This is an optimization exercise on Yosys and OpenROAD, whose aim is small area, a short achievable clock period and few clock cycles, not a production implementation. No activity file was given, so power comes from the tool's default toggle rates.

==> flow/design.v (excerpt) <==
module top (
    input         clk_i,
    input         rst_i,
    input  [7:0]  addr_i,
    input  [31:0] data_i,
    input         wr_vi,
    output [31:0] data_o
);
wire       op_w  = wr_vi & ~addr_i[7] & ~addr_i[6];  
wire       op_x  = wr_vi & ~addr_i[7] &  addr_i[6];  
wire       op_c  = wr_vi &  addr_i[7] & ~addr_i[6];  
wire       op_st = wr_vi &  addr_i[7] &  addr_i[6];  
wire       op_rd = addr_i[7] & ~addr_i[6];           
wire [3:0] a     = addr_i[3:0];
reg        pw_w, pw_x, pw_c;
reg [3:0]  pw_a;
reg [15:0] pw_oh;
reg [31:0] pw_d;
reg        clr;                                      
always_ff @(posedge clk_i or negedge rst_i)
    if (!rst_i) begin
        pw_w <= 1'b0;
        pw_x <= 1'b0;
        pw_c <= 1'b0;
    end else begin
        pw_w <= op_w;
        pw_x <= op_x;
        pw_c <= op_c;
    end
always_ff @(posedge clk_i) begin
    pw_a  <= a;
    pw_oh <= 16'b1 << a;
    pw_d  <= data_i;
    clr   <= ~rst_i;
end
reg [8:0] W [16];
reg [8:0] X [16];
reg [15:0] xv;
reg        pok;
wire       fast = pok & (&xv);
reg        rc;
reg [4:0]  rn;
reg        rc_op;           
wire       rc_clr = rc & (rn == 5'd2);
wire       vst    = rc & (rn == 5'd19);
reg [7:1] q;
always_ff @(posedge clk_i or negedge rst_i)
    if (!rst_i) begin
        q   <= '0;
        rc  <= 1'b0;
        rn  <= '0;
        xv  <= '0;
        pok <= 1'b1;
    end else begin
        q <= {q[6:1], (op_st & fast) | vst};
        if (op_st & ~fast) begin
            rc <= 1'b1;
            rn <= '0;
  ...
Size in the first run: ~6700 cells after synthesis, about 80000 um^2 of cells after synthesis.
Settings: LEC_CHECK=0, CAP_MARGIN=20, CORE_MARGIN=2, CORE_UTILIZATION=55, CTS_CLUSTER_DIAMETER=80, CTS_CLUSTER_SIZE=25, PLACE_DENSITY=0.7, SETUP_SLACK_MARGIN=3.7, SLEW_MARGIN=20, SYNTH_HIERARCHICAL=1, SYNTH_MINIMUM_KEEP_SIZE=0; clock period 6.5 ns.
run.sh (not shown) runs the stock make flow with config.mk's settings and CLKGATE_MAP_FILE= SYNTH_SCRIPT=/design/flow/synth_recipe.tcl, a recipe that flattens the netlist after the stock synthesis.
The first run completed with no timing, DRC or antenna violations.
Change:
--- a/flow/design.v
+++ b/flow/design.v
@@ -5,41 +5,21 @@
     input  [31:0] data_i,
     input         wr_vi,
     output [31:0] data_o
 );
 wire       op_w  = wr_vi & ~addr_i[7] & ~addr_i[6];  
 wire       op_x  = wr_vi & ~addr_i[7] &  addr_i[6];  
 wire       op_c  = wr_vi &  addr_i[7] & ~addr_i[6];  
 wire       op_st = wr_vi &  addr_i[7] &  addr_i[6];  
 wire       op_rd = addr_i[7] & ~addr_i[6];           
 wire [3:0] a     = addr_i[3:0];
-reg        pw_w, pw_x, pw_c;
-reg [3:0]  pw_a;
-reg [15:0] pw_oh;
-reg [31:0] pw_d;
-reg        clr;                                      
-always_ff @(posedge clk_i or negedge rst_i)
-    if (!rst_i) begin
-        pw_w <= 1'b0;
-        pw_x <= 1'b0;
-        pw_c <= 1'b0;
-    end else begin
-        pw_w <= op_w;
-        pw_x <= op_x;
-        pw_c <= op_c;
-    end
-always_ff @(posedge clk_i) begin
-    pw_a  <= a;
-    pw_oh <= 16'b1 << a;
-    pw_d  <= data_i;
-    clr   <= ~rst_i;
-end
+wire       clr   = ~rst_i;                           
 reg [8:0] W [16];
 reg [8:0] X [16];
 reg [15:0] xv;
 reg        pok;
 wire       fast = pok & (&xv);
 reg        rc;
 reg [4:0]  rn;
 reg        rc_op;           
 wire       rc_clr = rc & (rn == 5'd2);
 wire       vst    = rc & (rn == 5'd19);
@@ -62,27 +42,26 @@
         end
         if (q[1]) begin
             xv  <= '0;
             pok <= 1'b1;
         end else if (op_x) begin
             xv[a] <= 1'b1;
             if (xv[a]) pok <= 1'b0;
         end else if (op_w) begin
             if (|(xv & (16'hF << {a[3:2], 2'b00}))) pok <= 1'b0;
         end
-        if (op_x & pw_w & (pw_a[3:2] == a[3:2])) pok <= 1'b0;
     end
 wire idle_next = ~(op_st | rc | q[1] | q[2] | q[3] | q[4] | q[5] | q[6]);
 always_ff @(posedge clk_i)
     for (int n = 0; n < 16; n++) begin
-        if (clr | (pw_w & pw_oh[n])) W[n] <= pw_d[8:0] & {9{~clr}};
-        if (clr | (pw_x & pw_oh[n])) X[n] <= pw_d[8:0] & {9{~clr}};
+        if (clr | (op_w & a == n)) W[n] <= data_i[8:0] & {9{rst_i}};
+        if (clr | (op_x & a == n)) X[n] <= data_i[8:0] & {9{rst_i}};
     end
 reg [3:0] ri_oh, rk_oh;         
 always_ff @(posedge clk_i or negedge rst_i)
     if (!rst_i) begin
         rc_op <= 1'b0;
         ri_oh <= '0;
         rk_oh <= '0;
     end else begin
         logic [3:0] n;
         logic       nx;
@@ -234,47 +213,46 @@
 always_comb
     for (int m = 0; m < 4; m++)
         lsum[m] = lsw[m];
 always_ff @(posedge clk_i)
     for (int m = 0; m < 4; m++)
         adj[m] <= {~lsum[m][20] & pr[m][19], lsum[m][20] & ~pr[m][19]};
 always_ff @(posedge clk_i)
     for (int m = 0; m < 4; m++)
         for (int e = 0; e < 4; e++)
             if (clr | pzl & (cwrv[e] | ~cwrl) | (sc_v & sc_k[e]))
-                P[lane_addr(m, e)] <= lsum[m][19:0] & {20{~clr & ~pzl}};
+                P[lane_addr(m, e)] <= lsum[m][19:0] & {20{rst_i & ~pzl}};
 always_ff @(posedge clk_i)
     for (int m = 0; m < 4; m++) begin
         logic [19:0] dlo;
         logic [11:0] dhi;
-        dlo = cwrl ? lsum[m][19:0] : pw_d[19:0] & {20{~clr}};
-        dhi = chil ? hiw[m] : pw_d[31:20] & {12{~clr}};
+        dlo = cwrl ? lsum[m][19:0] : data_i[19:0] & {20{rst_i}};
+        dhi = chil ? hiw[m] : data_i[31:20] & {12{rst_i}};
         for (int e = 0; e < 4; e++) begin
-            if (clr | cwrv[e] | (pw_c & pw_oh[lane_addr(m, e)]))
+            if (clr | cwrv[e] | (op_c && a == lane_addr(m, e)))
                 C[lane_addr(m, e)][19:0] <= dlo;
-            if (clr | chiv[e] | (pw_c & pw_oh[lane_addr(m, e)]))
+            if (clr | chiv[e] | (op_c && a == lane_addr(m, e)))
                 C[lane_addr(m, e)][31:20] <= dhi;
         end
     end
 always_comb
     for (int m = 0; m < 4; m++) begin
         chsel[m] = '0;
         for (int e = 0; e < 4; e++)
             chsel[m] = chsel[m] | (C[lane_addr(m, e)][31:20] & {12{chiv[e]}});
     end
 reg [31:0] dout;
 logic [511:0] cflat;
 wire  [31:0]  dnext;
 always_comb
     for (int n = 0; n < 16; n++) cflat[32*n +: 32] = C[n];
-rdmux_m u_rd (.c(cflat), .rd(op_rd), .a(a), .idle(idle_next),
-              .fw(pw_c), .fa(pw_a), .fd(pw_d), .d(dnext));
+rdmux_m u_rd (.c(cflat), .rd(op_rd), .a(a), .idle(idle_next), .d(dnext));
 always_ff @(posedge clk_i)
     dout <= dnext;
 assign data_o = dout;
 endmodule
 module mul_cs_m (input [9:0] d, input [14:0] bd, output [39:0] sc);
     logic [19:0] rows [5];
     logic [19:0] nk;
     logic [19:0] s1, c1, s2, c2, s3, c3, s4, c4;
     always_comb begin
         nk = 20'hAAC00;                    
@@ -329,22 +307,19 @@
         for (int m = 0; m < 4; m++) begin
             logic [8:0] b;
             b = '0;
             for (int e = 0; e < 4; e++)
                 b = b | (roww[e] & {9{oh_k[(m - e) & 3]}});
             r[15*m +: 15] = benc(b);
         end
     end
     assign bd = r;
 endmodule
-module rdmux_m (input [511:0] c, input rd, input [3:0] a, input idle,
-                input fw, input [3:0] fa, input [31:0] fd, output [31:0] d);
+module rdmux_m (input [511:0] c, input rd, input [3:0] a, input idle, output [31:0] d);
     logic [31:0] v;
-    logic        hit;
     always_comb begin
         v = '0;
         for (int n = 0; n < 16; n++)
             v = v | (c[32*n +: 32] & {32{a == n}});
-        hit = fw && fa == a;
     end
-    assign d = rd ? (hit ? fd : v) : {31'd0, idle};
+    assign d = rd ? v : {31'd0, idle};
 endmodule
Via count rose by 0.46%.
Flip-flop and latch count goes down by 56.
Cell count went down by 1.1%.
Die area shrinks by 1.2%.
Global-route usage rises by 0.49 points.
Design area is about the same.
Core utilization climbs by 0.85 points.
Register-to-register slack gets worse by 0.07 ns.
Total power climbs by 1.7%.
First-iteration DRC count falls by 2.6%.
Sequential share of layout area goes down by 1.3 points.
No functional check of the RTL was part of any run of this note.

[re-timing with driven ports]
No port has a modelled driver above. Below, the same layouts with a new extraction and two added sets of constraints.
Step 1, drivers: a clkbuf_16 drives clk_i and a buf_2 each remaining input, both assumed.
Step 2 times the ports against the registers' clock, not the clock port: input delays grow and output delays shrink by t, the midpoint of the rising clock arrivals with the driver on.
Slacks: ideal / step 1 / step 2; pairs: ideal / step 1.
run	shift t [ns]	setup slack, ns	slew at the worst register clock pin (ns)
the first run	0.830	3.571 / 3.608 / 2.778	0.11 / 0.11
the second run	0.832	3.559 / 3.346 / 2.514	0.11 / 0.11
After both steps setup and hold are still met in every run listed. For the second run, which loses most, drivers alone change the setup slack by -0.213 ns; drivers and shift together by -1.045 ns.
